Source: an optimization exercise on an open RTL-to-GDS flow (aim: small area, a short achievable clock period and few clock cycles per item). Production flows keep margins and buffers that such runs may drop. Where RTL was checked, it was by simulation tests only, not by an equivalence proof against the original. Only the layout flow was run in runs 1 and 4; the RTL was not checked for function there. Power and IR drop assume default switching activity.

==> flow/design.v (outline; a module is shown in full before it is edited, if it fits) <==
// module fetch: 31 lines
// module control: 17 lines
// module mul_cs: 1060 lines
// module dsp_processor: 114 lines
module dsp_processor(
    input         clk,
    input         nrst,
    input         instr_valid,
    input  [31:0] instr,
    output        instr_ready,
    output        out_valid,
    output [31:0] v1,
    output [31:0] v2,
    output [31:0] v3
);
  // ...
==> flow/run.sh <==
#!/bin/bash
# synth_recipe.tcl (not shown) runs the flow's synth.tcl, then flattens the netlist and writes it again
# the make line also repeats each setting of config.mk as NAME=value (left out here)
make -C /OpenROAD-flow-scripts/flow DESIGN_CONFIG=/design/flow/config.mk WORK_HOME=/design/flow/orfs CLKGATE_MAP_FILE= SYNTH_SCRIPT=/design/flow/synth_recipe.tcl finish
==> flow/config.mk <==
export PLATFORM = sky130hd
export DESIGN_NAME = dsp_processor
export DESIGN_NICKNAME = dsp_processor
export VERILOG_FILES = /design/flow/design.v
export SDC_FILE = /design/flow/constraint.sdc
export NUM_CORES = 4
export LEC_CHECK = 0
export CAP_MARGIN = 20
export CORE_MARGIN = 2
export CORE_UTILIZATION = 60
export PLACE_DENSITY = 0.7
export SLEW_MARGIN = 60
==> flow/constraint.sdc <==
create_clock -name core_clock -period 10.0 [get_ports {clk}]
set_input_delay 2.0000 -clock core_clock [delete_from_list [all_inputs] [get_ports {clk}]]
set_output_delay 2.0000 -clock core_clock [all_outputs]
set_load 0.01 [all_outputs]
==> run notes, run 1 <==
Outcome = no timing/DRC/antenna violations
Hold Fails Final Rpt = 0
Pint = 3443 µW
CP startpoint = x_a[9]$_DFF_P_
Peak supply drop = 145.0 µV
Power, Total = 4393 µW
Max clock buf depth = 3
Worst EP arrival = 5.40 ns
Nonclk buf count = 235
First-pass GRT wire length = 200.8 mm
Clock-cell share = 0.04386
Metal2 WL = 59.95 mm
Biggest Area Class = multi-input gates
Inst Count DP = 4,566
Synth warn = 2
Most frequent cell on the critical path = xnor2_1
Max-cap violations = 0
Fin cells = 4,670
Core Region = 0.06148 mm²
Stages on worst setup path = 17
Area of the multi-input gates = 0.02192 mm²
Synthesized Nets = 4,258
Simple-gate share of the synthesized area = 0.1233
PD cells = 106.5 mW/mm²
Hold-fix buffers, CTS = 0
Critical R2R Launch = x_a[9]$_DFF_P_
Hold worst-path end = w_wd[1]$_DFF_P_
Min-Delay Path Depth = 0
Worst-Margin Slew = 0.6407 ns
Pwr top = registers
==> module dsp_processor, before the edit <==
module dsp_processor(
    input         clk,
    input         nrst,
    input         instr_valid,
    input  [31:0] instr,
    output        instr_ready,
    output        out_valid,
    output [31:0] v1,
    output [31:0] v2,
    output [31:0] v3
);
reg [31:0] t0s, t1s, t2s, t3s, t4s, t5s, t6s, t7s, t8s;
reg [8:0]  tv;
wire [287:0] tall = {t8s, t7s, t6s, t5s, t4s, t3s, t2s, t1s, t0s};
reg        d_v, d_mpy, d_end, d_we, d_ld;
reg [4:0]  d_ra, d_rb;
reg [3:0]  d_wd;
reg [7:0]  d_imm;
reg        x_mpy, x_end, x_we;
reg [3:0]  x_wd;
reg [31:0] x_a, x_b;
reg        w_end, w_we;
reg [3:0]  w_wd;
reg [31:0] w_r0, w_r1, w_r2, w_r3;
reg stall;
assign instr_ready = ~stall;
assign out_valid   = w_end;
assign v1 = t4s & {32{tv[4]}};
assign v2 = t8s & {32{tv[8]}};
assign v3 = t7s & {32{tv[7]}};
wire       i_mpy, i_end, i_we, i_ld;
wire [4:0] i_ra, i_rb;
wire [3:0] i_wd;
wire [7:0] i_imm;
fetch dec(.instr(instr), .is_mpy(i_mpy), .is_end(i_end), .ra(i_ra), .rb(i_rb),
          .we(i_we), .wd(i_wd), .ld(i_ld), .imm(i_imm));
wire accept = instr_valid & ~stall;
wire [31:0] x_sum = x_a + x_b;
wire [31:0] m_r0, m_r1, m_r2, m_r3;
mul_cs mul(.en(x_mpy), .a(x_a), .b(x_b), .r0(m_r0), .r1(m_r1), .r2(m_r2), .r3(m_r3));
wire [31:0] w_s1 = w_r0 ^ w_r1 ^ w_r2;
wire [31:0] w_c1 = {(w_r0[30:0] & w_r1[30:0]) | (w_r0[30:0] & w_r2[30:0]) | (w_r1[30:0] & w_r2[30:0]), 1'b0};
wire [31:0] w_s2 = w_s1 ^ w_c1 ^ w_r3;
wire [31:0] w_c2 = {(w_s1[30:0] & w_c1[30:0]) | (w_s1[30:0] & w_r3[30:0]) | (w_c1[30:0] & w_r3[30:0]), 1'b0};
wire [31:0] w_res = w_s2 + w_c2;
wire [31:0] rf_a, rf_b;
control rpa(.sel(d_ra), .valid(tv), .t(tall), .q(rf_a));
control rpb(.sel(d_rb), .valid(tv), .t(tall), .q(rf_b));
wire fx_a = x_we & ({1'b0, x_wd} + 5'd1 == d_ra);
wire fw_a = w_we & ({1'b0, w_wd} + 5'd1 == d_ra);
wire fx_b = x_we & ({1'b0, x_wd} + 5'd1 == d_rb);
wire fw_b = w_we & ({1'b0, w_wd} + 5'd1 == d_rb);
wire [31:0] op_a = (fx_a ? x_sum : fw_a ? w_res : rf_a) | {24'd0, d_ld ? d_imm : 8'd0};
wire [31:0] op_b = fx_b ? x_sum : fw_b ? w_res : rf_b;
wire [4:0] d_code = {1'b0, d_wd} + 5'd1;
wire stall_next = accept & d_v & d_mpy & d_we &
                  ((i_ra == d_code) | (i_rb == d_code));
always @(posedge clk) begin
    if (~nrst) begin
        stall <= 1'b0;
        d_v <= 1'b0; d_mpy <= 1'b0; d_end <= 1'b0; d_we <= 1'b0;
        x_mpy <= 1'b0; x_end <= 1'b0; x_we <= 1'b0;
        w_end <= 1'b0; w_we <= 1'b0;
    end else begin
        stall <= stall_next;
        w_end <= x_end;
        w_we  <= x_we;
        x_mpy <= ~stall & d_v & d_mpy;
        x_end <= ~stall & d_v & d_end;
        x_we  <= ~stall & d_v & d_we;
        if (~stall) begin
            d_v <= instr_valid;
            d_mpy <= instr_valid & i_mpy;
            d_end <= instr_valid & i_end;
            d_we  <= instr_valid & i_we;
        end
    end
end
always @(posedge clk) begin
    w_wd <= x_wd;
    w_r0 <= x_mpy ? m_r0 : x_sum;
    w_r1 <= m_r1;
    w_r2 <= m_r2;
    w_r3 <= m_r3;
    x_wd <= d_wd;
    x_a  <= op_a;
    x_b  <= op_b;
    if (~stall) begin
        d_ra <= i_ra; d_rb <= i_rb; d_wd <= i_wd; d_ld <= i_ld; d_imm <= i_imm;
    end
end
always @(posedge clk) begin
    if (~nrst)
        tv <= 9'd0;
    else if (w_we)
        tv[w_wd] <= 1'b1;
end
always @(posedge clk) begin
    if (w_we) begin
        case (w_wd)
            4'd0: t0s <= w_res;
            4'd1: t1s <= w_res;
            4'd2: t2s <= w_res;
            4'd3: t3s <= w_res;
            4'd4: t4s <= w_res;
            4'd5: t5s <= w_res;
            4'd6: t6s <= w_res;
            4'd7: t7s <= w_res;
            4'd8: t8s <= w_res;
            default: ;
        endcase
    end
end
endmodule
==> run 2: changes to the inputs <==
--- a/flow/design.v
+++ b/flow/design.v
@@ -25,16 +25,34 @@
     assign is_end = (op == 6'd63);
     assign ra  = (op_mpy | op_add) ? rs : 5'd0;
     assign rb  = (op_mpy | op_add | op_stl) ? rt : 5'd0;
     assign we  = (op_ld & rs_ok) | ((op_mpy | op_add) & rd_ok) | (op_stl & rt_ok);
     assign wd  = op_ld ? (rs[3:0] - 4'd1) : op_stl ? 4'd4 : (rd[3:0] - 4'd1);
     assign ld  = op_ld;
     assign imm = instr[7:0];
 endmodule
+module booth_enc(
+    input         en,
+    input  [31:0] b,
+    output [15:0] one,
+    output [15:0] two,
+    output [15:0] neg
+);
+    wire [32:0] bx = {b, 1'b0};
+    genvar j;
+    generate
+        for (j = 0; j < 16; j = j + 1) begin : dig
+            wire b1 = bx[2*j+2], b0 = bx[2*j+1], bm = bx[2*j];
+            assign neg[j] = en & b1;
+            assign one[j] = en & (b0 ^ bm);
+            assign two[j] = en & ((b1 & ~b0 & ~bm) | (~b1 & b0 & bm));
+        end
+    endgenerate
+endmodule
 `timescale 1ns / 1ps
 module control(
     input  [4:0]   sel,
     input  [8:0]   valid,
     input  [287:0] t,
     output [31:0]  q
 );
     wire [3:0] idx = sel[3:0] - 4'd1;
@@ -44,19 +62,20 @@
         acc = 32'd0;
         for (i = 0; i < 9; i = i + 1)
             if (sel == i + 1 && valid[i])
                 acc = acc | t[32*i +: 32];
     end
     assign q = acc;
 endmodule
 module mul_cs(
-  input en,
   input [31:0] a,
-  input [31:0] b,
+  input [15:0] one,
+  input [15:0] two,
+  input [15:0] neg,
   output [31:0] r0,
   output [31:0] r1,
   output [31:0] r2,
   output [31:0] r3
 );
   wire s1;
   wire c2;
   wire s3;
@@ -415,19 +434,19 @@
   wire s356;
   wire s357;
   wire s358;
   wire s359;
   wire s360;
   wire s361;
   wire s362;
   wire s363;
-  wire neg0 = en & b[1];
-  wire one0 = en & (b[0] ^ 1'b0);
-  wire two0 = en & ((b[1] & ~b[0] & ~1'b0) | (~b[1] & b[0] & 1'b0));
+  wire neg0 = neg[0];
+  wire one0 = one[0];
+  wire two0 = two[0];
   wire pp0_0 = (one0 & a[0]) ^ neg0;
   wire pp0_1 = ((one0 & a[1]) | (two0 & a[0])) ^ neg0;
   wire pp0_2 = ((one0 & a[2]) | (two0 & a[1])) ^ neg0;
   wire pp0_3 = ((one0 & a[3]) | (two0 & a[2])) ^ neg0;
   wire pp0_4 = ((one0 & a[4]) | (two0 & a[3])) ^ neg0;
   wire pp0_5 = ((one0 & a[5]) | (two0 & a[4])) ^ neg0;
   wire pp0_6 = ((one0 & a[6]) | (two0 & a[5])) ^ neg0;
   wire pp0_7 = ((one0 & a[7]) | (two0 & a[6])) ^ neg0;
@@ -450,19 +469,19 @@
   wire pp0_24 = ((one0 & a[24]) | (two0 & a[23])) ^ neg0;
   wire pp0_25 = ((one0 & a[25]) | (two0 & a[24])) ^ neg0;
   wire pp0_26 = ((one0 & a[26]) | (two0 & a[25])) ^ neg0;
   wire pp0_27 = ((one0 & a[27]) | (two0 & a[26])) ^ neg0;
   wire pp0_28 = ((one0 & a[28]) | (two0 & a[27])) ^ neg0;
   wire pp0_29 = ((one0 & a[29]) | (two0 & a[28])) ^ neg0;
   wire pp0_30 = ((one0 & a[30]) | (two0 & a[29])) ^ neg0;
   wire pp0_31 = ((one0 & a[31]) | (two0 & a[30])) ^ neg0;
-  wire neg1 = en & b[3];
-  wire one1 = en & (b[2] ^ b[1]);
-  wire two1 = en & ((b[3] & ~b[2] & ~b[1]) | (~b[3] & b[2] & b[1]));
+  wire neg1 = neg[1];
+  wire one1 = one[1];
+  wire two1 = two[1];
   wire pp1_0 = (one1 & a[0]) ^ neg1;
   wire pp1_1 = ((one1 & a[1]) | (two1 & a[0])) ^ neg1;
   wire pp1_2 = ((one1 & a[2]) | (two1 & a[1])) ^ neg1;
   wire pp1_3 = ((one1 & a[3]) | (two1 & a[2])) ^ neg1;
   wire pp1_4 = ((one1 & a[4]) | (two1 & a[3])) ^ neg1;
   wire pp1_5 = ((one1 & a[5]) | (two1 & a[4])) ^ neg1;
   wire pp1_6 = ((one1 & a[6]) | (two1 & a[5])) ^ neg1;
   wire pp1_7 = ((one1 & a[7]) | (two1 & a[6])) ^ neg1;
@@ -483,19 +502,19 @@
   wire pp1_22 = ((one1 & a[22]) | (two1 & a[21])) ^ neg1;
   wire pp1_23 = ((one1 & a[23]) | (two1 & a[22])) ^ neg1;
   wire pp1_24 = ((one1 & a[24]) | (two1 & a[23])) ^ neg1;
   wire pp1_25 = ((one1 & a[25]) | (two1 & a[24])) ^ neg1;
   wire pp1_26 = ((one1 & a[26]) | (two1 & a[25])) ^ neg1;
   wire pp1_27 = ((one1 & a[27]) | (two1 & a[26])) ^ neg1;
   wire pp1_28 = ((one1 & a[28]) | (two1 & a[27])) ^ neg1;
   wire pp1_29 = ((one1 & a[29]) | (two1 & a[28])) ^ neg1;
-  wire neg2 = en & b[5];
-  wire one2 = en & (b[4] ^ b[3]);
-  wire two2 = en & ((b[5] & ~b[4] & ~b[3]) | (~b[5] & b[4] & b[3]));
+  wire neg2 = neg[2];
+  wire one2 = one[2];
+  wire two2 = two[2];
   wire pp2_0 = (one2 & a[0]) ^ neg2;
   wire pp2_1 = ((one2 & a[1]) | (two2 & a[0])) ^ neg2;
   wire pp2_2 = ((one2 & a[2]) | (two2 & a[1])) ^ neg2;
   wire pp2_3 = ((one2 & a[3]) | (two2 & a[2])) ^ neg2;
   wire pp2_4 = ((one2 & a[4]) | (two2 & a[3])) ^ neg2;
   wire pp2_5 = ((one2 & a[5]) | (two2 & a[4])) ^ neg2;
   wire pp2_6 = ((one2 & a[6]) | (two2 & a[5])) ^ neg2;
   wire pp2_7 = ((one2 & a[7]) | (two2 & a[6])) ^ neg2;
@@ -514,19 +533,19 @@
   wire pp2_20 = ((one2 & a[20]) | (two2 & a[19])) ^ neg2;
   wire pp2_21 = ((one2 & a[21]) | (two2 & a[20])) ^ neg2;
   wire pp2_22 = ((one2 & a[22]) | (two2 & a[21])) ^ neg2;
   wire pp2_23 = ((one2 & a[23]) | (two2 & a[22])) ^ neg2;
   wire pp2_24 = ((one2 & a[24]) | (two2 & a[23])) ^ neg2;
   wire pp2_25 = ((one2 & a[25]) | (two2 & a[24])) ^ neg2;
   wire pp2_26 = ((one2 & a[26]) | (two2 & a[25])) ^ neg2;
   wire pp2_27 = ((one2 & a[27]) | (two2 & a[26])) ^ neg2;
-  wire neg3 = en & b[7];
-  wire one3 = en & (b[6] ^ b[5]);
-  wire two3 = en & ((b[7] & ~b[6] & ~b[5]) | (~b[7] & b[6] & b[5]));
+  wire neg3 = neg[3];
+  wire one3 = one[3];
+  wire two3 = two[3];
   wire pp3_0 = (one3 & a[0]) ^ neg3;
   wire pp3_1 = ((one3 & a[1]) | (two3 & a[0])) ^ neg3;
   wire pp3_2 = ((one3 & a[2]) | (two3 & a[1])) ^ neg3;
   wire pp3_3 = ((one3 & a[3]) | (two3 & a[2])) ^ neg3;
   wire pp3_4 = ((one3 & a[4]) | (two3 & a[3])) ^ neg3;
   wire pp3_5 = ((one3 & a[5]) | (two3 & a[4])) ^ neg3;
   wire pp3_6 = ((one3 & a[6]) | (two3 & a[5])) ^ neg3;
   wire pp3_7 = ((one3 & a[7]) | (two3 & a[6])) ^ neg3;
@@ -543,19 +562,19 @@
   wire pp3_18 = ((one3 & a[18]) | (two3 & a[17])) ^ neg3;
   wire pp3_19 = ((one3 & a[19]) | (two3 & a[18])) ^ neg3;
   wire pp3_20 = ((one3 & a[20]) | (two3 & a[19])) ^ neg3;
   wire pp3_21 = ((one3 & a[21]) | (two3 & a[20])) ^ neg3;
   wire pp3_22 = ((one3 & a[22]) | (two3 & a[21])) ^ neg3;
   wire pp3_23 = ((one3 & a[23]) | (two3 & a[22])) ^ neg3;
   wire pp3_24 = ((one3 & a[24]) | (two3 & a[23])) ^ neg3;
   wire pp3_25 = ((one3 & a[25]) | (two3 & a[24])) ^ neg3;
-  wire neg4 = en & b[9];
-  wire one4 = en & (b[8] ^ b[7]);
-  wire two4 = en & ((b[9] & ~b[8] & ~b[7]) | (~b[9] & b[8] & b[7]));
+  wire neg4 = neg[4];
+  wire one4 = one[4];
+  wire two4 = two[4];
   wire pp4_0 = (one4 & a[0]) ^ neg4;
   wire pp4_1 = ((one4 & a[1]) | (two4 & a[0])) ^ neg4;
   wire pp4_2 = ((one4 & a[2]) | (two4 & a[1])) ^ neg4;
   wire pp4_3 = ((one4 & a[3]) | (two4 & a[2])) ^ neg4;
   wire pp4_4 = ((one4 & a[4]) | (two4 & a[3])) ^ neg4;
   wire pp4_5 = ((one4 & a[5]) | (two4 & a[4])) ^ neg4;
   wire pp4_6 = ((one4 & a[6]) | (two4 & a[5])) ^ neg4;
   wire pp4_7 = ((one4 & a[7]) | (two4 & a[6])) ^ neg4;
@@ -570,19 +589,19 @@
   wire pp4_16 = ((one4 & a[16]) | (two4 & a[15])) ^ neg4;
   wire pp4_17 = ((one4 & a[17]) | (two4 & a[16])) ^ neg4;
   wire pp4_18 = ((one4 & a[18]) | (two4 & a[17])) ^ neg4;
   wire pp4_19 = ((one4 & a[19]) | (two4 & a[18])) ^ neg4;
   wire pp4_20 = ((one4 & a[20]) | (two4 & a[19])) ^ neg4;
   wire pp4_21 = ((one4 & a[21]) | (two4 & a[20])) ^ neg4;
   wire pp4_22 = ((one4 & a[22]) | (two4 & a[21])) ^ neg4;
   wire pp4_23 = ((one4 & a[23]) | (two4 & a[22])) ^ neg4;
-  wire neg5 = en & b[11];
-  wire one5 = en & (b[10] ^ b[9]);
-  wire two5 = en & ((b[11] & ~b[10] & ~b[9]) | (~b[11] & b[10] & b[9]));
+  wire neg5 = neg[5];
+  wire one5 = one[5];
+  wire two5 = two[5];
   wire pp5_0 = (one5 & a[0]) ^ neg5;
   wire pp5_1 = ((one5 & a[1]) | (two5 & a[0])) ^ neg5;
   wire pp5_2 = ((one5 & a[2]) | (two5 & a[1])) ^ neg5;
   wire pp5_3 = ((one5 & a[3]) | (two5 & a[2])) ^ neg5;
   wire pp5_4 = ((one5 & a[4]) | (two5 & a[3])) ^ neg5;
   wire pp5_5 = ((one5 & a[5]) | (two5 & a[4])) ^ neg5;
   wire pp5_6 = ((one5 & a[6]) | (two5 & a[5])) ^ neg5;
   wire pp5_7 = ((one5 & a[7]) | (two5 & a[6])) ^ neg5;
@@ -595,19 +614,19 @@
   wire pp5_14 = ((one5 & a[14]) | (two5 & a[13])) ^ neg5;
   wire pp5_15 = ((one5 & a[15]) | (two5 & a[14])) ^ neg5;
   wire pp5_16 = ((one5 & a[16]) | (two5 & a[15])) ^ neg5;
   wire pp5_17 = ((one5 & a[17]) | (two5 & a[16])) ^ neg5;
   wire pp5_18 = ((one5 & a[18]) | (two5 & a[17])) ^ neg5;
   wire pp5_19 = ((one5 & a[19]) | (two5 & a[18])) ^ neg5;
   wire pp5_20 = ((one5 & a[20]) | (two5 & a[19])) ^ neg5;
   wire pp5_21 = ((one5 & a[21]) | (two5 & a[20])) ^ neg5;
-  wire neg6 = en & b[13];
-  wire one6 = en & (b[12] ^ b[11]);
-  wire two6 = en & ((b[13] & ~b[12] & ~b[11]) | (~b[13] & b[12] & b[11]));
+  wire neg6 = neg[6];
+  wire one6 = one[6];
+  wire two6 = two[6];
   wire pp6_0 = (one6 & a[0]) ^ neg6;
   wire pp6_1 = ((one6 & a[1]) | (two6 & a[0])) ^ neg6;
   wire pp6_2 = ((one6 & a[2]) | (two6 & a[1])) ^ neg6;
   wire pp6_3 = ((one6 & a[3]) | (two6 & a[2])) ^ neg6;
   wire pp6_4 = ((one6 & a[4]) | (two6 & a[3])) ^ neg6;
   wire pp6_5 = ((one6 & a[5]) | (two6 & a[4])) ^ neg6;
   wire pp6_6 = ((one6 & a[6]) | (two6 & a[5])) ^ neg6;
   wire pp6_7 = ((one6 & a[7]) | (two6 & a[6])) ^ neg6;
@@ -618,19 +637,19 @@
   wire pp6_12 = ((one6 & a[12]) | (two6 & a[11])) ^ neg6;
   wire pp6_13 = ((one6 & a[13]) | (two6 & a[12])) ^ neg6;
   wire pp6_14 = ((one6 & a[14]) | (two6 & a[13])) ^ neg6;
   wire pp6_15 = ((one6 & a[15]) | (two6 & a[14])) ^ neg6;
   wire pp6_16 = ((one6 & a[16]) | (two6 & a[15])) ^ neg6;
   wire pp6_17 = ((one6 & a[17]) | (two6 & a[16])) ^ neg6;
   wire pp6_18 = ((one6 & a[18]) | (two6 & a[17])) ^ neg6;
   wire pp6_19 = ((one6 & a[19]) | (two6 & a[18])) ^ neg6;
-  wire neg7 = en & b[15];
-  wire one7 = en & (b[14] ^ b[13]);
-  wire two7 = en & ((b[15] & ~b[14] & ~b[13]) | (~b[15] & b[14] & b[13]));
+  wire neg7 = neg[7];
+  wire one7 = one[7];
+  wire two7 = two[7];
   wire pp7_0 = (one7 & a[0]) ^ neg7;
   wire pp7_1 = ((one7 & a[1]) | (two7 & a[0])) ^ neg7;
   wire pp7_2 = ((one7 & a[2]) | (two7 & a[1])) ^ neg7;
   wire pp7_3 = ((one7 & a[3]) | (two7 & a[2])) ^ neg7;
   wire pp7_4 = ((one7 & a[4]) | (two7 & a[3])) ^ neg7;
   wire pp7_5 = ((one7 & a[5]) | (two7 & a[4])) ^ neg7;
   wire pp7_6 = ((one7 & a[6]) | (two7 & a[5])) ^ neg7;
   wire pp7_7 = ((one7 & a[7]) | (two7 & a[6])) ^ neg7;
@@ -639,110 +658,110 @@
   wire pp7_10 = ((one7 & a[10]) | (two7 & a[9])) ^ neg7;
   wire pp7_11 = ((one7 & a[11]) | (two7 & a[10])) ^ neg7;
   wire pp7_12 = ((one7 & a[12]) | (two7 & a[11])) ^ neg7;
   wire pp7_13 = ((one7 & a[13]) | (two7 & a[12])) ^ neg7;
   wire pp7_14 = ((one7 & a[14]) | (two7 & a[13])) ^ neg7;
   wire pp7_15 = ((one7 & a[15]) | (two7 & a[14])) ^ neg7;
   wire pp7_16 = ((one7 & a[16]) | (two7 & a[15])) ^ neg7;
   wire pp7_17 = ((one7 & a[17]) | (two7 & a[16])) ^ neg7;
-  wire neg8 = en & b[17];
-  wire one8 = en & (b[16] ^ b[15]);
-  wire two8 = en & ((b[17] & ~b[16] & ~b[15]) | (~b[17] & b[16] & b[15]));
+  wire neg8 = neg[8];
+  wire one8 = one[8];
+  wire two8 = two[8];
   wire pp8_0 = (one8 & a[0]) ^ neg8;
   wire pp8_1 = ((one8 & a[1]) | (two8 & a[0])) ^ neg8;
   wire pp8_2 = ((one8 & a[2]) | (two8 & a[1])) ^ neg8;
   wire pp8_3 = ((one8 & a[3]) | (two8 & a[2])) ^ neg8;
   wire pp8_4 = ((one8 & a[4]) | (two8 & a[3])) ^ neg8;
   wire pp8_5 = ((one8 & a[5]) | (two8 & a[4])) ^ neg8;
   wire pp8_6 = ((one8 & a[6]) | (two8 & a[5])) ^ neg8;
   wire pp8_7 = ((one8 & a[7]) | (two8 & a[6])) ^ neg8;
   wire pp8_8 = ((one8 & a[8]) | (two8 & a[7])) ^ neg8;
   wire pp8_9 = ((one8 & a[9]) | (two8 & a[8])) ^ neg8;
   wire pp8_10 = ((one8 & a[10]) | (two8 & a[9])) ^ neg8;
   wire pp8_11 = ((one8 & a[11]) | (two8 & a[10])) ^ neg8;
   wire pp8_12 = ((one8 & a[12]) | (two8 & a[11])) ^ neg8;
   wire pp8_13 = ((one8 & a[13]) | (two8 & a[12])) ^ neg8;
   wire pp8_14 = ((one8 & a[14]) | (two8 & a[13])) ^ neg8;
   wire pp8_15 = ((one8 & a[15]) | (two8 & a[14])) ^ neg8;
-  wire neg9 = en & b[19];
-  wire one9 = en & (b[18] ^ b[17]);
-  wire two9 = en & ((b[19] & ~b[18] & ~b[17]) | (~b[19] & b[18] & b[17]));
+  wire neg9 = neg[9];
+  wire one9 = one[9];
+  wire two9 = two[9];
   wire pp9_0 = (one9 & a[0]) ^ neg9;
   wire pp9_1 = ((one9 & a[1]) | (two9 & a[0])) ^ neg9;
   wire pp9_2 = ((one9 & a[2]) | (two9 & a[1])) ^ neg9;
   wire pp9_3 = ((one9 & a[3]) | (two9 & a[2])) ^ neg9;
   wire pp9_4 = ((one9 & a[4]) | (two9 & a[3])) ^ neg9;
   wire pp9_5 = ((one9 & a[5]) | (two9 & a[4])) ^ neg9;
   wire pp9_6 = ((one9 & a[6]) | (two9 & a[5])) ^ neg9;
   wire pp9_7 = ((one9 & a[7]) | (two9 & a[6])) ^ neg9;
   wire pp9_8 = ((one9 & a[8]) | (two9 & a[7])) ^ neg9;
   wire pp9_9 = ((one9 & a[9]) | (two9 & a[8])) ^ neg9;
   wire pp9_10 = ((one9 & a[10]) | (two9 & a[9])) ^ neg9;
   wire pp9_11 = ((one9 & a[11]) | (two9 & a[10])) ^ neg9;
   wire pp9_12 = ((one9 & a[12]) | (two9 & a[11])) ^ neg9;
   wire pp9_13 = ((one9 & a[13]) | (two9 & a[12])) ^ neg9;
-  wire neg10 = en & b[21];
-  wire one10 = en & (b[20] ^ b[19]);
-  wire two10 = en & ((b[21] & ~b[20] & ~b[19]) | (~b[21] & b[20] & b[19]));
+  wire neg10 = neg[10];
+  wire one10 = one[10];
+  wire two10 = two[10];
   wire pp10_0 = (one10 & a[0]) ^ neg10;
   wire pp10_1 = ((one10 & a[1]) | (two10 & a[0])) ^ neg10;
   wire pp10_2 = ((one10 & a[2]) | (two10 & a[1])) ^ neg10;
   wire pp10_3 = ((one10 & a[3]) | (two10 & a[2])) ^ neg10;
   wire pp10_4 = ((one10 & a[4]) | (two10 & a[3])) ^ neg10;
   wire pp10_5 = ((one10 & a[5]) | (two10 & a[4])) ^ neg10;
   wire pp10_6 = ((one10 & a[6]) | (two10 & a[5])) ^ neg10;
   wire pp10_7 = ((one10 & a[7]) | (two10 & a[6])) ^ neg10;
   wire pp10_8 = ((one10 & a[8]) | (two10 & a[7])) ^ neg10;
   wire pp10_9 = ((one10 & a[9]) | (two10 & a[8])) ^ neg10;
   wire pp10_10 = ((one10 & a[10]) | (two10 & a[9])) ^ neg10;
   wire pp10_11 = ((one10 & a[11]) | (two10 & a[10])) ^ neg10;
-  wire neg11 = en & b[23];
-  wire one11 = en & (b[22] ^ b[21]);
-  wire two11 = en & ((b[23] & ~b[22] & ~b[21]) | (~b[23] & b[22] & b[21]));
+  wire neg11 = neg[11];
+  wire one11 = one[11];
+  wire two11 = two[11];
   wire pp11_0 = (one11 & a[0]) ^ neg11;
   wire pp11_1 = ((one11 & a[1]) | (two11 & a[0])) ^ neg11;
   wire pp11_2 = ((one11 & a[2]) | (two11 & a[1])) ^ neg11;
   wire pp11_3 = ((one11 & a[3]) | (two11 & a[2])) ^ neg11;
   wire pp11_4 = ((one11 & a[4]) | (two11 & a[3])) ^ neg11;
   wire pp11_5 = ((one11 & a[5]) | (two11 & a[4])) ^ neg11;
   wire pp11_6 = ((one11 & a[6]) | (two11 & a[5])) ^ neg11;
   wire pp11_7 = ((one11 & a[7]) | (two11 & a[6])) ^ neg11;
   wire pp11_8 = ((one11 & a[8]) | (two11 & a[7])) ^ neg11;
   wire pp11_9 = ((one11 & a[9]) | (two11 & a[8])) ^ neg11;
-  wire neg12 = en & b[25];
-  wire one12 = en & (b[24] ^ b[23]);
-  wire two12 = en & ((b[25] & ~b[24] & ~b[23]) | (~b[25] & b[24] & b[23]));
+  wire neg12 = neg[12];
+  wire one12 = one[12];
+  wire two12 = two[12];
   wire pp12_0 = (one12 & a[0]) ^ neg12;
   wire pp12_1 = ((one12 & a[1]) | (two12 & a[0])) ^ neg12;
   wire pp12_2 = ((one12 & a[2]) | (two12 & a[1])) ^ neg12;
   wire pp12_3 = ((one12 & a[3]) | (two12 & a[2])) ^ neg12;
   wire pp12_4 = ((one12 & a[4]) | (two12 & a[3])) ^ neg12;
   wire pp12_5 = ((one12 & a[5]) | (two12 & a[4])) ^ neg12;
   wire pp12_6 = ((one12 & a[6]) | (two12 & a[5])) ^ neg12;
   wire pp12_7 = ((one12 & a[7]) | (two12 & a[6])) ^ neg12;
-  wire neg13 = en & b[27];
-  wire one13 = en & (b[26] ^ b[25]);
-  wire two13 = en & ((b[27] & ~b[26] & ~b[25]) | (~b[27] & b[26] & b[25]));
+  wire neg13 = neg[13];
+  wire one13 = one[13];
+  wire two13 = two[13];
   wire pp13_0 = (one13 & a[0]) ^ neg13;
   wire pp13_1 = ((one13 & a[1]) | (two13 & a[0])) ^ neg13;
   wire pp13_2 = ((one13 & a[2]) | (two13 & a[1])) ^ neg13;
   wire pp13_3 = ((one13 & a[3]) | (two13 & a[2])) ^ neg13;
   wire pp13_4 = ((one13 & a[4]) | (two13 & a[3])) ^ neg13;
   wire pp13_5 = ((one13 & a[5]) | (two13 & a[4])) ^ neg13;
-  wire neg14 = en & b[29];
-  wire one14 = en & (b[28] ^ b[27]);
-  wire two14 = en & ((b[29] & ~b[28] & ~b[27]) | (~b[29] & b[28] & b[27]));
+  wire neg14 = neg[14];
+  wire one14 = one[14];
+  wire two14 = two[14];
   wire pp14_0 = (one14 & a[0]) ^ neg14;
   wire pp14_1 = ((one14 & a[1]) | (two14 & a[0])) ^ neg14;
   wire pp14_2 = ((one14 & a[2]) | (two14 & a[1])) ^ neg14;
   wire pp14_3 = ((one14 & a[3]) | (two14 & a[2])) ^ neg14;
-  wire neg15 = en & b[31];
-  wire one15 = en & (b[30] ^ b[29]);
-  wire two15 = en & ((b[31] & ~b[30] & ~b[29]) | (~b[31] & b[30] & b[29]));
+  wire neg15 = neg[15];
+  wire one15 = one[15];
+  wire two15 = two[15];
   wire pp15_0 = (one15 & a[0]) ^ neg15;
   wire pp15_1 = ((one15 & a[1]) | (two15 & a[0])) ^ neg15;
   assign s1 = neg3 ^ pp0_6;
   assign c2 = neg3 & pp0_6;
   assign s3 = pp0_7 ^ pp1_5;
   assign c4 = pp0_7 & pp1_5;
   assign s5 = neg4 ^ pp0_8 ^ pp1_6;
   assign c6 = (neg4 & pp0_8) | (neg4 & pp1_6) | (pp0_8 & pp1_6);
@@ -1125,16 +1144,17 @@
 wire [287:0] tall = {t8s, t7s, t6s, t5s, t4s, t3s, t2s, t1s, t0s};
 reg        d_v, d_mpy, d_end, d_we, d_ld;
 reg [4:0]  d_ra, d_rb;
 reg [3:0]  d_wd;
 reg [7:0]  d_imm;
 reg        x_mpy, x_end, x_we;
 reg [3:0]  x_wd;
 reg [31:0] x_a, x_b;
+reg [15:0] x_one, x_two, x_neg;
 reg        w_end, w_we;
 reg [3:0]  w_wd;
 reg [31:0] w_r0, w_r1, w_r2, w_r3;
 reg stall;
 assign instr_ready = ~stall;
 assign out_valid   = w_end;
 assign v1 = t4s & {32{tv[4]}};
 assign v2 = t8s & {32{tv[8]}};
@@ -1143,34 +1163,42 @@
 wire [4:0] i_ra, i_rb;
 wire [3:0] i_wd;
 wire [7:0] i_imm;
 fetch dec(.instr(instr), .is_mpy(i_mpy), .is_end(i_end), .ra(i_ra), .rb(i_rb),
           .we(i_we), .wd(i_wd), .ld(i_ld), .imm(i_imm));
 wire accept = instr_valid & ~stall;
 wire [31:0] x_sum = x_a + x_b;
 wire [31:0] m_r0, m_r1, m_r2, m_r3;
-mul_cs mul(.en(x_mpy), .a(x_a), .b(x_b), .r0(m_r0), .r1(m_r1), .r2(m_r2), .r3(m_r3));
+mul_cs mul(.a(x_a), .one(x_one), .two(x_two), .neg(x_neg),
+           .r0(m_r0), .r1(m_r1), .r2(m_r2), .r3(m_r3));
 wire [31:0] w_s1 = w_r0 ^ w_r1 ^ w_r2;
 wire [31:0] w_c1 = {(w_r0[30:0] & w_r1[30:0]) | (w_r0[30:0] & w_r2[30:0]) | (w_r1[30:0] & w_r2[30:0]), 1'b0};
 wire [31:0] w_s2 = w_s1 ^ w_c1 ^ w_r3;
 wire [31:0] w_c2 = {(w_s1[30:0] & w_c1[30:0]) | (w_s1[30:0] & w_r3[30:0]) | (w_c1[30:0] & w_r3[30:0]), 1'b0};
 wire [31:0] w_res = w_s2 + w_c2;
 wire [31:0] rf_a, rf_b;
 control rpa(.sel(d_ra), .valid(tv), .t(tall), .q(rf_a));
 control rpb(.sel(d_rb), .valid(tv), .t(tall), .q(rf_b));
 wire fx_a = x_we & ({1'b0, x_wd} + 5'd1 == d_ra);
 wire fw_a = w_we & ({1'b0, w_wd} + 5'd1 == d_ra);
 wire fx_b = x_we & ({1'b0, x_wd} + 5'd1 == d_rb);
 wire fw_b = w_we & ({1'b0, w_wd} + 5'd1 == d_rb);
 wire [31:0] op_a = (fx_a ? x_sum : fw_a ? w_res : rf_a) | {24'd0, d_ld ? d_imm : 8'd0};
 wire [31:0] op_b = fx_b ? x_sum : fw_b ? w_res : rf_b;
+wire [15:0] op_one, op_two, op_neg;
+booth_enc benc(.en(d_mpy), .b(op_b), .one(op_one), .two(op_two), .neg(op_neg));
 wire [4:0] d_code = {1'b0, d_wd} + 5'd1;
-wire stall_next = accept & d_v & d_mpy & d_we &
-                  ((i_ra == d_code) | (i_rb == d_code));
+wire [5:0] i_op = instr[31:26];
+wire hit_rs = (instr[25:21] == d_code);
+wire hit_rt = (instr[20:16] == d_code);
+wire i_rd_s = (i_op == 6'd2) | (i_op == 6'd3);
+wire i_rd_t = i_rd_s | (i_op == 6'd4);
+wire stall_next = instr_valid & ~stall & d_v & d_mpy & d_we &
+                  ((hit_rs & i_rd_s) | (hit_rt & i_rd_t));
 always @(posedge clk) begin
     if (~nrst) begin
         stall <= 1'b0;
         d_v <= 1'b0; d_mpy <= 1'b0; d_end <= 1'b0; d_we <= 1'b0;
         x_mpy <= 1'b0; x_end <= 1'b0; x_we <= 1'b0;
         w_end <= 1'b0; w_we <= 1'b0;
     end else begin
         stall <= stall_next;
@@ -1191,16 +1219,19 @@
     w_wd <= x_wd;
     w_r0 <= x_mpy ? m_r0 : x_sum;
     w_r1 <= m_r1;
     w_r2 <= m_r2;
     w_r3 <= m_r3;
     x_wd <= d_wd;
     x_a  <= op_a;
     x_b  <= op_b;
+    x_one <= op_one;
+    x_two <= op_two;
+    x_neg <= op_neg;
     if (~stall) begin
         d_ra <= i_ra; d_rb <= i_rb; d_wd <= i_wd; d_ld <= i_ld; d_imm <= i_imm;
     end
 end
 always @(posedge clk) begin
     if (~nrst)
         tv <= 9'd0;
     else if (w_we)
==> flow/config.mk (replaced) <==
export PLATFORM = sky130hd
export DESIGN_NAME = dsp_processor
export DESIGN_NICKNAME = dsp_processor
export VERILOG_FILES = /design/flow/design.v
export SDC_FILE = /design/flow/constraint.sdc
export NUM_CORES = 4
export LEC_CHECK = 0
export ABC_AREA = 1
export CAP_MARGIN = 20
export CORE_MARGIN = 2
export CORE_UTILIZATION = 40
export PLACE_DENSITY = 0.6
export SLEW_MARGIN = 20
==> run 2 against run 1 <==
Against the previous run:
- still clean
- hold slack better by 0.027 ns
- final cell count up 24%
- area after synthesis up 0.16%
- critical path type unchanged
- largest power group is now the clock network
- highest routed layer unchanged
==> run notes, run 2 <==
Clock skew = 0.04993 ns
Share of cells above drive strength 1 = 0.05677
Period utilization = 0.4567
Clk Latency, worst-skew pair = 0.66 ns
Largest net degree at the start of global routing = 50
Vias/cell = 5.569
Hold-fix buffers, CTS = 0 (unchanged)
Setup bufs post-CTS = 0
Post-route ant nets = 0
Cells after synthesis = 4,430
Synthesis-to-finish area growth = 12.93%
Vias in the first global route = 31,180
Number of synthesized flops with an enable pin = 311
Num Clock Sinks = 569
Final Instance Area = 0.04207 mm²
Crit path largest cell delay = 0.75 ns
IO Pins = 133
CP endpoint kind = register
Mapped Area = 0.03725 mm²
CTS Root Cell = clkbuf_16
CTS H-tree lvls = 3
Total track usage = 0.2857
CTS Buf Count = 67
Synthesized Nets = 4,763 (+12%)
Metal-1 WL = 54.72 mm
Final wirelength = 137.2 mm
CP bufs+invs = 2
Hold WC Path Type = register to register
Ys async rst share = 0
Top Metal Used = met5
Metal2 WL = 59.95 mm (about the same)
Initial DRC count = 3,664
Most common cell in the synthesized netlist = nand2_1
#FFs+latches synth = 569
Post-DP HPWL = 98.01 mm
PD cells = 119.9 mW/mm² (+13%)
# resized after CTS = 0
Most frequent cell on the critical path = nand2_1
Die ar. = 0.09558 mm²
Main synth FF type = edfxtp_1
Min Tclk post-route = 4.567 ns
Pins Over Slew Limit = 0
Critical Path Source Type = register
Sum Neg Setup Slack = 0 ns
Hold Fails Final Rpt = 0 (unchanged)
Wire per inst = 23.70 µm
Max clock buf depth = 3 (unchanged)
Clock transition at path regs = 0.06 ns
Endpoints failing setup = 0
Core Rows = 111
Pre-CTS WS = 5.603 ns
WP data required = 10.43 ns
Syn_area_per_cell = 8.408 µm²
Ant diodes = 0
Delay-heaviest family, CP = simple AND/OR/NAND/NOR gates
Die Wd = 309.2 µm
Crit Path Class = register to register
Most frequent cells in the layout = nand2_1 (989), inv_1 (643), o22ai_1 (330)
Slowest-stage cell, CP = o211ai_1
Die height = 309.2 µm
Critical path cell sequence = fa_1 -> inv_1 -> fa_1 -> inv_1 -> ha_1 -> nand3_1 -> nand2_1 -> nand2_1 -> nand2_1 -> nand2_1 -> nand2_1 -> nand2_1 -> nand3_1 -> nand2_1 -> o211ai_1 -> o21ai_0
Vias = 32,240
Ranking of synthesized cells by area = edfxtp_1 (25%), dfxtp_1 (14%), fa_1 (11%)
RSZ-0062 raised after global routing = false
Worst-Margin Slew = 1.119 ns (+0.4786 ns)
Crit-path max FO = 10
First-pass GRT wire length = 201.4 mm (+0.26%)
Starting density of the core = 0.4051
Initial antenna violation count = 3
Core Region = 0.09194 mm² (+50%)
DRC Markers = 0
Number of port buffers = 129
Cell variety after synth = 58
Post-synth top area cell = edfxtp_1
Outcome = no timing/DRC/antenna violations
Max-cap violations = 0 (unchanged)
Post-route setup slack = 5.433 ns
Most frequent cells after synthesis = nand2_1 (990), inv_1 (644), o22ai_1 (330)
Placed cell area = 0.03976 mm²
Fillers = 8,999
Met3 wire length = 15.03 mm
Fin nets = 4,825
CTS tree = yes
GRT Residual Overflow = 0
Register area share after synthesis = 0.3894
Worst EP arrival = 5.00 ns (-0.40 ns)
Share of the synthesized area in the top cell type = 0.2507
Leakage = 0.01875 µW
Most common cell after layout, fill and taps aside = nand2_1
GP Congestion = 0.9799
Peak supply drop = 130.8 µV (-9.8%)
Fmax achieved = 219.0 MHz
Synth warn = 2 (unchanged)
DRT Pass-1 Iters = 9
Max_slew headroom = 0.2530
run 2: cell type report:
| cell class | instances | area [µm²] | area share |
|---|---|---|---|
| clock buffers | 86 | 1798 | 0.04274 |
| clock inverters | 36 | 459.2 | 0.01092 |
| inverters | 699 | 2624 | 0.06237 |
| multi-input cells | 2960 | 19310 | 0.4589 |
| flip-flops and latches | 569 | 14510 | 0.3448 |
| well taps | 1243 | 1555 | 0.03697 |
| repair buffers | 195 | 1819 | 0.04325 |
run 2: power by group:
group	switching [µW]	total [µW]	leakage (µW)	internal (µW)
Clock	1080	2520	0.00109	1430
Sequential	10.0	2460	0.00523	2450
Combinational	40.8	70.8	0.0124	30.0
Total	1130	5050	0.0188	3910
run 2: per-layer routing:
metal | up-vias | GRT usage
li1 | 14560 | -
met1 | 15360 | 0.3797
met2 | 1935 | 0.4397
met3 | 382 | 0.06529
met4 | 4 | 0.1384
met5 | - | 0
run 2: final timing paths:
path	startpoint	end	slack [ns]	cells after the start
worst min register to register	x_wd[1]$_DFF_P_	w_wd[1]$_DFF_P_	0.41	0
worst max register to register	w_r0[4]$_DFF_P_	x_a[27]$_DFF_P_	5.43	16
worst min-delay path	x_wd[1]$_DFF_P_	w_wd[1]$_DFF_P_	0.41	0
worst max-delay path	w_r0[4]$_DFF_P_	x_a[27]$_DFF_P_	5.43	16
run 2: metrics by stage:
stage / cells / utilization / hold slack, ns / total power [µW]
after floorplan: 4430 / - / 0.3640 / 2551
after global placement: 5664 / 0.4325 / 0.4098 / 2579
after detailed placement: 5664 / 0.4325 / 0.4009 / 2580
after CTS: 5786 / 0.4570 / 0.4091 / 5070
after global routing: 5788 / 0.4575 / 0.4323 / 5172
final: 5788 / 0.4575 / 0.4113 / 5046
run 2: worst register-to-register path, cell delays in order, from the launching register on:
cell and delay [ns]:
dfxtp_1 0.31, fa_1 0.53, inv_1 0.05, fa_1 0.51
inv_1 0.05, ha_1 0.39, nand3_1 0.11, nand2_1 0.28
nand2_1 0.10, nand2_1 0.25, nand2_1 0.09, nand2_1 0.17
nand2_1 0.10, nand3_1 0.16, nand2_1 0.29, o211ai_1 0.75
o21ai_0 0.26
run 2: cell families (layout without fill, tap and decap cells):
family | after synthesis | count (layout) | synth area share
xor+xnor | 354 | 354 | 0.08364
mux | 2 | 2 | 0.0005710
simple gates | 1631 | 1631 | 0.1821
compound gates | 675 | 675 | 0.1096
buf+inv | 901 | 1016 | 0.09469
fa+ha+maj | 298 | 298 | 0.1400
flops | 569 | 569 | 0.3894
Testbench counts of run 2, summed over its fixed seeds: cycles 6,663, instrs 6,427.
==> run 3: changes to the inputs <==
==> flow/flow/run.sh (new file) <==
#!/bin/bash
set -euo pipefail
export SETUP_SLACK_MARGIN=6
bash standard.sh > standard.log 2>&1
==> flow/standard.sh (new file) <==
#!/bin/bash
# synth_recipe.tcl (not shown) runs the flow's synth.tcl, then flattens the netlist and writes it again
# the make line also repeats each setting of config.mk as NAME=value (left out here)
make -C /OpenROAD-flow-scripts/flow DESIGN_CONFIG=/design/flow/config.mk WORK_HOME=/design/flow/orfs CLKGATE_MAP_FILE= SYNTH_SCRIPT=/design/flow/synth_recipe.tcl "${@:-finish}"
removed: flow/run.sh
==> run 3 against run 2 <==
Against the previous run:
- die area stayed put
- largest power group unchanged
- count of clock-buffer cells in the layout stayed put
- final cell count is 0.26% higher
- still clean
- clock skew is 0.0080 ns higher
- register-to-register slack better by 0.56 ns
- power hardly changed
==> run notes, run 3 <==
Outcome = no timing/DRC/antenna violations
CTS H-tree lvls = 3 (unchanged)
Die ar. = 0.09558 mm² (unchanged)
Vias in the first global route = 31,210 (+0.074%)
Post-synth top area cell = edfxtp_1
Pre-CTS WS = 5.603 ns (unchanged)
Core Rows = 111 (unchanged)
Synth warn = 2 (unchanged)
Psw = 1135 µW (about the same)
Max-cap violations = 0 (unchanged)
Wire per inst = 23.83 µm (+0.55%)
FF-to-FF End = x_a[30]$_DFF_P_
Vias/cell = 5.590 (+0.37%)
Peak supply drop = 133.6 µV (+2.2%)
Sw frac = 0.2250 (about the same)
Clock power frac = 0.499 (about the same)
Clk Latency, worst-skew pair = 0.66 ns (about the same)
IO Pins = 133 (unchanged)
Gate power share = 0.014 (about the same)
Starting density of the core = 0.4051 (unchanged)
Vias = 32,440 (+0.63%)
Crit-path max FO = 10 (unchanged)
DRC Markers = 0 (unchanged)
Main synth FF type = edfxtp_1
Post-route setup slack = 5.998 ns (+0.5649 ns)
Most common cell in the synthesized netlist = nand2_1
CTS Root Cell = clkbuf_16
Max clock buf depth = 3 (unchanged)
Pins Over Slew Limit = 0 (unchanged)
Critical R2R Launch = w_r1[28]$_DFF_P_
Syn_area_per_cell = 8.408 µm² (unchanged)
Share of cells above drive strength 1 = 0.07502 (+0.01825)
Synthesis-to-finish area growth = 14.40%
Most common cell after layout, fill and taps aside = nand2_1
Clock transition at path regs = 0.07 ns (about the same)
Pint = 3911 µW (about the same)
Initial DRC count = 3,758 (+2.6%)
CP endpoint kind = register
Synthesized Nets = 4,763 (unchanged)
Hold Crit Start = x_wd[1]$_DFF_P_
Fmax achieved = 249.9 MHz (+14%)
Largest net degree at the start of global routing = 50 (unchanged)
Mapped Area = 0.03725 mm² (unchanged)
Hold Fails Final Rpt = 0 (unchanged)
RSZ-0062 raised after global routing = true
Min Tclk post-route = 4.002 ns (-0.5649 ns)
Share of the synthesized area in the top cell type = 0.2507 (unchanged)
Die Wd = 309.2 µm (unchanged)
WP data required = 10.46 ns (+0.03 ns)
PD cells = 118.4 mW/mm² (-1.3%)
Period utilization = 0.4002 (-0.05649)
Final wirelength = 138.3 mm (+0.81%)
Fin nets = 4,839 (+0.29%)
Post-DP HPWL = 98.01 mm (unchanged)
Ranking of synthesized cells by area = edfxtp_1 (25%), dfxtp_1 (14%), fa_1 (11%)
CTS tree = yes
Post-route ant nets = 0 (unchanged)
Most frequent cells after synthesis = nand2_1 (990), inv_1 (644), o22ai_1 (330)
Number of synthesized flops with an enable pin = 311 (unchanged)
Fin util = 0.4635 (+0.005933)
Most frequent cells in the layout = nand2_1 (970), inv_1 (638), o22ai_1 (330)
Leakage = 0.01882 µW (+0.33%)
Crit Path Class = register to register
GRT Residual Overflow = 0 (unchanged)
Critical Path Source Type = register
Worst-Margin Slew = 1.041 ns (-0.07800 ns)
DRT Pass-1 Iters = 6 (-3)
Max_slew headroom = 0.3034 (+0.05036)
Sum Neg Setup Slack = 0 ns (unchanged)
Endpoints failing setup = 0 (unchanged)
Min-Delay Path Depth = 0 (unchanged)
Cell variety after synth = 58 (unchanged)
Worst EP arrival = 4.46 ns (-0.54 ns)
Number of port buffers = 129 (unchanged)
Seq pwr share = 0.487 (about the same)
Initial antenna violation count = 2 (-1)
Cells after synthesis = 4,430 (unchanged)
Total track usage = 0.2868 (+0.001039)
Hold worst-path end = w_wd[1]$_DFF_P_
Hold WC Path Type = register to register
CTS Buf Count = 67 (unchanged)
GP Congestion = 0.9799 (unchanged)
Power, Total = 5046 µW (about the same)
Num Clock Sinks = 569 (unchanged)
#FFs+latches synth = 569 (unchanged)
First-pass GRT wire length = 202.1 mm (+0.38%)
Ys async rst share = 0 (unchanged)
Register area share after synthesis = 0.3894 (unchanged)
Worst r2r path cells = 13 (-3)
Worst R2R Setup Slack = 6.00 ns (+0.56 ns)
Clock skew = 0.05792 ns (+0.007988 ns)
Die height = 309.2 µm (unchanged)
Core Region = 0.09194 mm² (unchanged)
## run 3: per-stage QoR
step	area, µm²	cells	hold slack [ns]
floorplan	37250	4430	0.3640
global placement	39760	5664	0.4098
detailed placement	39760	5664	0.4009
CTS	42180	5791	0.4091
global route	42610	5802	0.4314
finish	42610	5803	0.4046
## run 3: area by class of cell
cell class / instances / area [µm²]
Antenna cell: 1 / 2.502
Clock buffer: 86 / 1798
Clock inverter: 36 / 459.2
Fill cell: 8947 / 49330
Inverter: 699 / 2679
Multi-Input combinational cell: 2960 / 19610
Sequential cell: 569 / 14510
Tap cell: 1243 / 1555
Timing Repair Buffer: 208 / 1994
Timing Repair inverter: 1 / 5.005
## run 3: how the worst max path moves through the flow
stage,from,to,slack (ns)
global route,x_a[13]$_DFF_P_,w_r0[31]$_DFF_P_,5.96
global placement,w_r0[4]$_DFF_P_,x_a[27]$_DFF_P_,5.61
CTS,stall$_SDFF_PN0_,instr_ready,5.88
finish,w_r1[28]$_DFF_P_,x_a[30]$_DFF_P_,6.00
floorplan,x_neg[3]$_DFF_P_,w_r0[31]$_DFF_P_,6.30
detailed placement,w_r0[4]$_DFF_P_,x_a[27]$_DFF_P_,5.60
## run 3: worst max-delay path: stages, from the launching register on
cell	delay [ns]
dfxtp_1	0.32
fa_1	0.61
fa_1	0.49
ha_2	0.41
nand2_1	0.16
a21oi_1	0.06
nor2_1	0.27
nand2_1	0.09
a21oi_1	0.18
nand2_1	0.07
nand2_1	0.29
nand2_2	0.26
o211ai_1	0.40
o21ai_0	0.18
## run 3: logic make-up (layout without fill, tap and decap cells)
family                   Yosys count  after routing  share of synthesized area
buffers and inverters            901           1030                    0.09469
AO/OA/AOI/OAI                    675            675                     0.1096
AND/OR/NAND/NOR                 1631           1631                     0.1821
XOR/XNOR                         354            354                    0.08364
adder cells (fa/ha/maj)          298            298                     0.1400
other                              0              1                          0
flip-flops                       569            569                     0.3894
multiplexers                       2              2                  0.0005710
## run 3: timing repair
action                                  CTS  global route
gates cloned                              2             0
setup buffers                             3            10
pin swaps                                 6            12
gates resized for setup                  32            74
endpoints found under the setup margin  110            84
hold buffers                              0             0
## run 3: power by group through the flow
stage               logic (µW)  clock network [µW]  registers [µW]
finish                    71.2                2520            2460
global route              78.0                2630            2460
CTS                       70.6                2540            2460
detailed placement        70.1                   0            2510
global placement          69.4                   0            2510
floorplan                 45.9                   0            2500
## run 3: metal layers
| layer | wire [µm] | global-route usage | part of all wire | vias to the layer above |
|---|---|---|---|---|
| met3 | 14910 | 0.06488 | 0.11 | 364 |
| met1 | 55310 | 0.3814 | 0.40 | 15550 |
| met2 | 60960 | 0.4424 | 0.44 | 1940 |
| met4 | 7109 | 0.1367 | 0.051 | 0 |
| li1 | - | - | - | 14580 |
| met5 | 0 | 0 | 0 | - |
==> run 4: changes to the inputs <==
--- a/flow/design.v
+++ b/flow/design.v
@@ -1149,11 +1149,13 @@
 reg        x_mpy, x_end, x_we;
 reg [3:0]  x_wd;
-reg [31:0] x_a, x_b;
+reg [31:0] x_a;           
+reg [31:0] x_sa, x_sb;    
 reg [15:0] x_one, x_two, x_neg;
-reg        w_end, w_we;
-reg [3:0]  w_wd;
+reg        w_end;
+reg [8:0]  w_wen;          
 reg [31:0] w_r0, w_r1, w_r2, w_r3;
 reg stall;
-assign instr_ready = ~stall;
+reg ready;
+assign instr_ready = ready;
 assign out_valid   = w_end;
 assign v1 = t4s & {32{tv[4]}};
@@ -1167,5 +1169,5 @@
           .we(i_we), .wd(i_wd), .ld(i_ld), .imm(i_imm));
 wire accept = instr_valid & ~stall;
-wire [31:0] x_sum = x_a + x_b;
+wire [31:0] x_sum = x_sa + x_sb;
 wire [31:0] m_r0, m_r1, m_r2, m_r3;
 mul_cs mul(.a(x_a), .one(x_one), .two(x_two), .neg(x_neg),
@@ -1180,7 +1182,8 @@
 control rpb(.sel(d_rb), .valid(tv), .t(tall), .q(rf_b));
 wire fx_a = x_we & ({1'b0, x_wd} + 5'd1 == d_ra);
-wire fw_a = w_we & ({1'b0, w_wd} + 5'd1 == d_ra);
+wire [15:0] w_wen16 = {6'd0, w_wen, 1'b0};
+wire fw_a = w_wen16[d_ra[3:0]] & ~d_ra[4];
 wire fx_b = x_we & ({1'b0, x_wd} + 5'd1 == d_rb);
-wire fw_b = w_we & ({1'b0, w_wd} + 5'd1 == d_rb);
+wire fw_b = w_wen16[d_rb[3:0]] & ~d_rb[4];
 wire [31:0] op_a = (fx_a ? x_sum : fw_a ? w_res : rf_a) | {24'd0, d_ld ? d_imm : 8'd0};
 wire [31:0] op_b = fx_b ? x_sum : fw_b ? w_res : rf_b;
@@ -1198,11 +1201,13 @@
     if (~nrst) begin
         stall <= 1'b0;
+        ready <= 1'b1;
         d_v <= 1'b0; d_mpy <= 1'b0; d_end <= 1'b0; d_we <= 1'b0;
         x_mpy <= 1'b0; x_end <= 1'b0; x_we <= 1'b0;
-        w_end <= 1'b0; w_we <= 1'b0;
+        w_end <= 1'b0; w_wen <= 9'd0;
     end else begin
         stall <= stall_next;
+        ready <= ~stall_next;
         w_end <= x_end;
-        w_we  <= x_we;
+        w_wen <= (x_we ? 9'd1 : 9'd0) << x_wd;
         x_mpy <= ~stall & d_v & d_mpy;
         x_end <= ~stall & d_v & d_end;
@@ -1217,5 +1222,4 @@
 end
 always @(posedge clk) begin
-    w_wd <= x_wd;
     w_r0 <= x_mpy ? m_r0 : x_sum;
     w_r1 <= m_r1;
@@ -1224,5 +1228,6 @@
     x_wd <= d_wd;
     x_a  <= op_a;
-    x_b  <= op_b;
+    x_sa <= d_mpy ? 32'd0 : op_a;
+    x_sb <= d_mpy ? 32'd0 : op_b;
     x_one <= op_one;
     x_two <= op_two;
@@ -1235,22 +1240,17 @@
     if (~nrst)
         tv <= 9'd0;
-    else if (w_we)
-        tv[w_wd] <= 1'b1;
+    else
+        tv <= tv | w_wen;
 end
 always @(posedge clk) begin
-    if (w_we) begin
-        case (w_wd)
-            4'd0: t0s <= w_res;
-            4'd1: t1s <= w_res;
-            4'd2: t2s <= w_res;
-            4'd3: t3s <= w_res;
-            4'd4: t4s <= w_res;
-            4'd5: t5s <= w_res;
-            4'd6: t6s <= w_res;
-            4'd7: t7s <= w_res;
-            4'd8: t8s <= w_res;
-            default: ;
-        endcase
-    end
+    if (w_wen[0]) t0s <= w_res;
+    if (w_wen[1]) t1s <= w_res;
+    if (w_wen[2]) t2s <= w_res;
+    if (w_wen[3]) t3s <= w_res;
+    if (w_wen[4]) t4s <= w_res;
+    if (w_wen[5]) t5s <= w_res;
+    if (w_wen[6]) t6s <= w_res;
+    if (w_wen[7]) t7s <= w_res;
+    if (w_wen[8]) t8s <= w_res;
 end
 endmodule
==> flow/run.sh (new file) <==
#!/bin/bash
# synth_recipe.tcl (not shown) runs the flow's synth.tcl, then flattens the netlist and writes it again
# the make line also repeats each setting of config.mk as NAME=value (left out here)
make -C /OpenROAD-flow-scripts/flow DESIGN_CONFIG=/design/flow/config.mk WORK_HOME=/design/flow/orfs CLKGATE_MAP_FILE= SYNTH_SCRIPT=/design/flow/synth_recipe.tcl finish
--- a/flow/config.mk
+++ b/flow/config.mk
@@ -6,5 +6,4 @@
 export NUM_CORES = 4
 export LEC_CHECK = 0
-export ABC_AREA = 1
 export CAP_MARGIN = 20
 export CORE_MARGIN = 2
removed: flow/flow/run.sh
removed: flow/standard.sh
==> run 4 against run 3 <==
Against the previous run:
- still clean on timing, DRC and antenna
- clock power shrank 2%
- sequential power is 7% higher
- combinational power grew 91%
- count of clock-buffer cells in the layout down 2
- flip-flop and latch count increased by 37
- die area fell by 2.8%
- critical path depth stayed put
- clock skew down 0.017 ns
- fmax shrank 27%
- global-route usage decreased by 1.4 points
- final cell count decreased by 21%
- critical path type unchanged
- critical endpoint is now x_one[14]$_DFF_P_
==> run notes, run 4 <==
Psw = 1159 µW (+2.1%)
Gate power share = 0.026 (+0.012)
Pint = 4085 µW (+4.5%)
#FFs+latches synth = 606 (+6.5%)
Leakage = 0.01535 µW (-18%)
Worst r2r path cells = 13 (unchanged)
Most common cell in the synthesized netlist = a22oi_1
Core Region = 0.08987 mm² (-2.2%)
Hold Fails Final Rpt = 0 (unchanged)
Num Clock Sinks = 606 (+6.5%)
Post-DP HPWL = 83.94 mm (-14%)
Mapped Area = 0.03620 mm² (-2.8%)
Largest net degree at the start of global routing = 77 (+54%)
DRC Markers = 0 (unchanged)
Critical Path Source Type = register
Clock transition at path regs = 0.06 ns (about the same)
Pins Over Slew Limit = 0 (unchanged)
# resized after CTS = 0 (-100%)
Peak supply drop = 197.5 µV (+48%)
Cells after synthesis = 3,335 (-25%)
Initial antenna violation count = 1 (-1)
Most common cell after layout, fill and taps aside = a22oi_1
Most frequent cells in the layout = a22oi_1 (338), edfxtp_1 (311), dfxtp_1 (280)
Clk Latency, worst-skew pair = 0.64 ns (-0.02 ns)
Synth warn = 2 (unchanged)
CP endpoint kind = register
Synthesized Nets = 3,664 (-23%)
Register area share after synthesis = 0.4211 (+0.03171)
Critical R2R Launch = w_r0[11]$_DFF_P_
Synthesis-to-finish area growth = 12.70%
Fmax achieved = 183.5 MHz (-27%)
FF-to-FF End = x_one[14]$_DFF_P_
Worst EP arrival = 5.94 ns (+1.48 ns)
Outcome = no timing/DRC/antenna violations
Die ar. = 0.09293 mm² (-2.8%)
CTS tree = yes
Hold Crit Start = d_wd[1]$_DFFE_PN_
Crit-path max FO = 11 (+1)
RSZ-0062 raised after global routing = false
Die height = 304.8 µm (-1.4%)
Most frequent cells after synthesis = a22oi_1 (338), edfxtp_1 (311), dfxtp_1 (295)
Total track usage = 0.2733 (-0.01350)
GRT Residual Overflow = 0 (unchanged)
Hold WC Path Type = register to register
Worst R2R Setup Slack = 4.55 ns (-1.45 ns)
Most Crowded Layer GR = met2
Worst-Margin Slew = 1.209 ns (+0.1677 ns)
Period utilization = 0.5449 (+0.1447)
Hold_ws = 0.4116 ns (+0.007010 ns)
Number of port buffers = 129 (unchanged)
Hold-fix buffers, CTS = 0 (unchanged)
GP Congestion = 0.9353 (-4.6%)
Core Rows = 110 (-0.90%)
CTS H-tree lvls = 3 (unchanged)
Vias/cell = 6.290 (+13%)
Wire per inst = 28.36 µm (+19%)
DRT Pass-1 Iters = 8 (+2)
Main synth FF type = edfxtp_1
Endpoints failing setup = 0 (unchanged)
WP data required = 10.49 ns (+0.03 ns)
Min Tclk post-route = 5.449 ns (+1.447 ns)
Final wirelength = 129.5 mm (-6.3%)
Max_slew headroom = 0.1813 (-0.1221)
Clock power frac = 0.473 (-0.026)
Starting density of the core = 0.4028 (-0.002321)
Hold worst-path end = x_wd[1]$_DFF_P_
Share of cells above drive strength 1 = 0.07813 (+0.003109)
Ranking of synthesized cells by area = edfxtp_1 (26%), dfxtp_1 (16%), fa_1 (11%)
Sw frac = 0.2209 (-0.004035)
Post-route ant nets = 0 (unchanged)
Syn_area_per_cell = 10.86 µm² (+29%)
Post-synth top area cell = edfxtp_1
CTS Buf Count = 68 (+1.5%)
M2 GR Usage = 0.4225 (-0.01991)
Share of the synthesized area in the top cell type = 0.2580 (+0.007244)
Max-cap violations = 0 (unchanged)
Max clock buf depth = 3 (unchanged)
Min-Delay Path Depth = 0 (unchanged)
Fillers = 8,351 (-6.7%)
Die Wd = 304.8 µm (-1.4%)
Crit Path Class = register to register
Clock skew = 0.04124 ns (-0.01668 ns)
PD cells = 128.5 mW/mm² (+8.5%)
Cell variety after synth = 86 (+48%)
Initial DRC count = 3,998 (+6.4%)
Seq pwr share = 0.501 (+0.014)
Number of synthesized flops with an enable pin = 311 (unchanged)
Met1 usage = 0.3677 (-0.01372)
Power, Total = 5244 µW (+3.9%)
Ant diodes = 0 (-1)
Setup bufs post-CTS = 0 (-3)
IO Pins = 133 (unchanged)
CTS Root Cell = clkbuf_16
Vias in the first global route = 28,550 (-8.5%)
Fin nets = 3,669 (-24%)
Met3 usage = 0.06043 (-0.004454)
Ys async rst share = 0 (unchanged)
Vias = 28,730 (-11%)
Sum Neg Setup Slack = 0 ns (unchanged)
First-pass GRT wire length = 189.1 mm (-6.5%)
run 4: cell families after synthesis:
logic type      after synthesis  synth area share
fa+ha+maj                   294            0.1427
mux                          34           0.01064
flops                       606            0.4211
compound gates              908            0.1884
xor+xnor                    384           0.09290
buf+inv                     456           0.04863
simple gates                653           0.09570
run 4: final cells by class:
| class | count | area (µm²) | area share |
|---|---|---|---|
| multi-input combinational | 2273 | 19260 | 0.4719 |
| tap | 1176 | 1471 | 0.03606 |
| clock inverter | 38 | 345.3 | 0.008463 |
| timing repair buffer | 222 | 1989 | 0.04876 |
| sequential | 606 | 15260 | 0.3741 |
| clock buffer | 84 | 1843 | 0.04517 |
| inverter | 169 | 634.4 | 0.01555 |
run 4: metrics by stage:
stage / area (µm²) / cells / util / setup slack, ns
2_1_floorplan: 36200 / 3335 / - / 6.070
5_1_grt: 40800 / 4568 / 0.4540 / 4.511
3_3_place_gp: 38610 / 4446 / 0.4296 / 4.894
6_report: 40800 / 4568 / 0.4540 / 4.551
4_1_cts: 40800 / 4568 / 0.4539 / 4.873
3_5_place_dp: 38610 / 4446 / 0.4296 / 4.899
run 4: power by group through the flow:
stage | combinational (µW) | sequential (µW) | clock [µW]
after floorplan | 81.9 | 2670 | 0
after global placement | 132 | 2680 | 0
after detailed placement | 133 | 2680 | 0
after CTS | 134 | 2630 | 2510
after global routing | 146 | 2630 | 2610
final | 136 | 2630 | 2480
run 4: how the worst max path moves through the flow:
stage / startpoint / endpoint / slack (ns) / cells past startpoint
after floorplan: w_r0[4]$_DFF_P_ / x_two[11]$_DFF_P_ / 6.07 / 14
after global placement: w_r0[4]$_DFF_P_ / x_one[14]$_DFF_P_ / 4.89 / 15
after detailed placement: w_r0[11]$_DFF_P_ / x_one[14]$_DFF_P_ / 4.90 / 13
after CTS: w_r0[9]$_DFF_P_ / x_one[14]$_DFF_P_ / 4.87 / 13
after global routing: w_r0[11]$_DFF_P_ / x_one[14]$_DFF_P_ / 4.51 / 13
final: w_r0[11]$_DFF_P_ / x_one[14]$_DFF_P_ / 4.55 / 13
run 4: critical path, cell delays in order, from the launching register on:
cell and delay [ns]:
dfxtp_1 0.32, fa_1 0.72, fa_1 0.48, ha_1 0.42, nand2_1 0.07, a21oi_1 0.53, a41oi_2 0.30, o21ai_2 0.43
a21oi_1 0.15, xnor2_1 0.83, o21ai_0 0.44, mux2_2 0.41, xor2_1 0.14, nor2_1 0.05
run 4: layer usage:
metal	up-vias	share of wire
li1	12220	-
met1	14350	0.40
met2	1840	0.45
met3	321	0.11
met4	2	0.045
met5	-	0.00075

-- re-timing with driven ports --
The flow's constraints put no driver on any port. The routed layouts listed below were extracted and timed again, unchanged, in two steps.
Step 1 (the two cells are an assumption about what drives the block):
set clk [get_ports {clk}]
set_driving_cell -lib_cell sky130_fd_sc_hd__clkbuf_16 $clk
set_driving_cell -lib_cell sky130_fd_sc_hd__buf_2 [delete_from_list [all_inputs] $clk]
Step 2 moves the port delays by t, midway between the first and last clock arrival at a register: inputs arrive t later, outputs are due t later. That takes back most of the time a late clock gives input paths.
a / b / c = ideal ports / drivers / drivers and shift; a / b = the first two.
| run | shift t [ns] | setup slack, ns | clock arrival spread, ns | cell pins on the clock port's net |
|---|---|---|---|---|
| run 1 | 0.693 | 5.127 / 5.127 / 5.127 | 0.061 / 0.062 | 1 |
| run 2 | 0.698 | 5.433 / 5.433 / 5.433 | 0.050 / 0.050 | 1 |
| run 3 | 0.700 | 5.998 / 5.975 / 5.998 | 0.058 / 0.059 | 1 |
| run 4 | 0.683 | 4.551 / 4.551 / 4.551 | 0.041 / 0.042 | 1 |
After both steps every run listed still meets setup and hold.
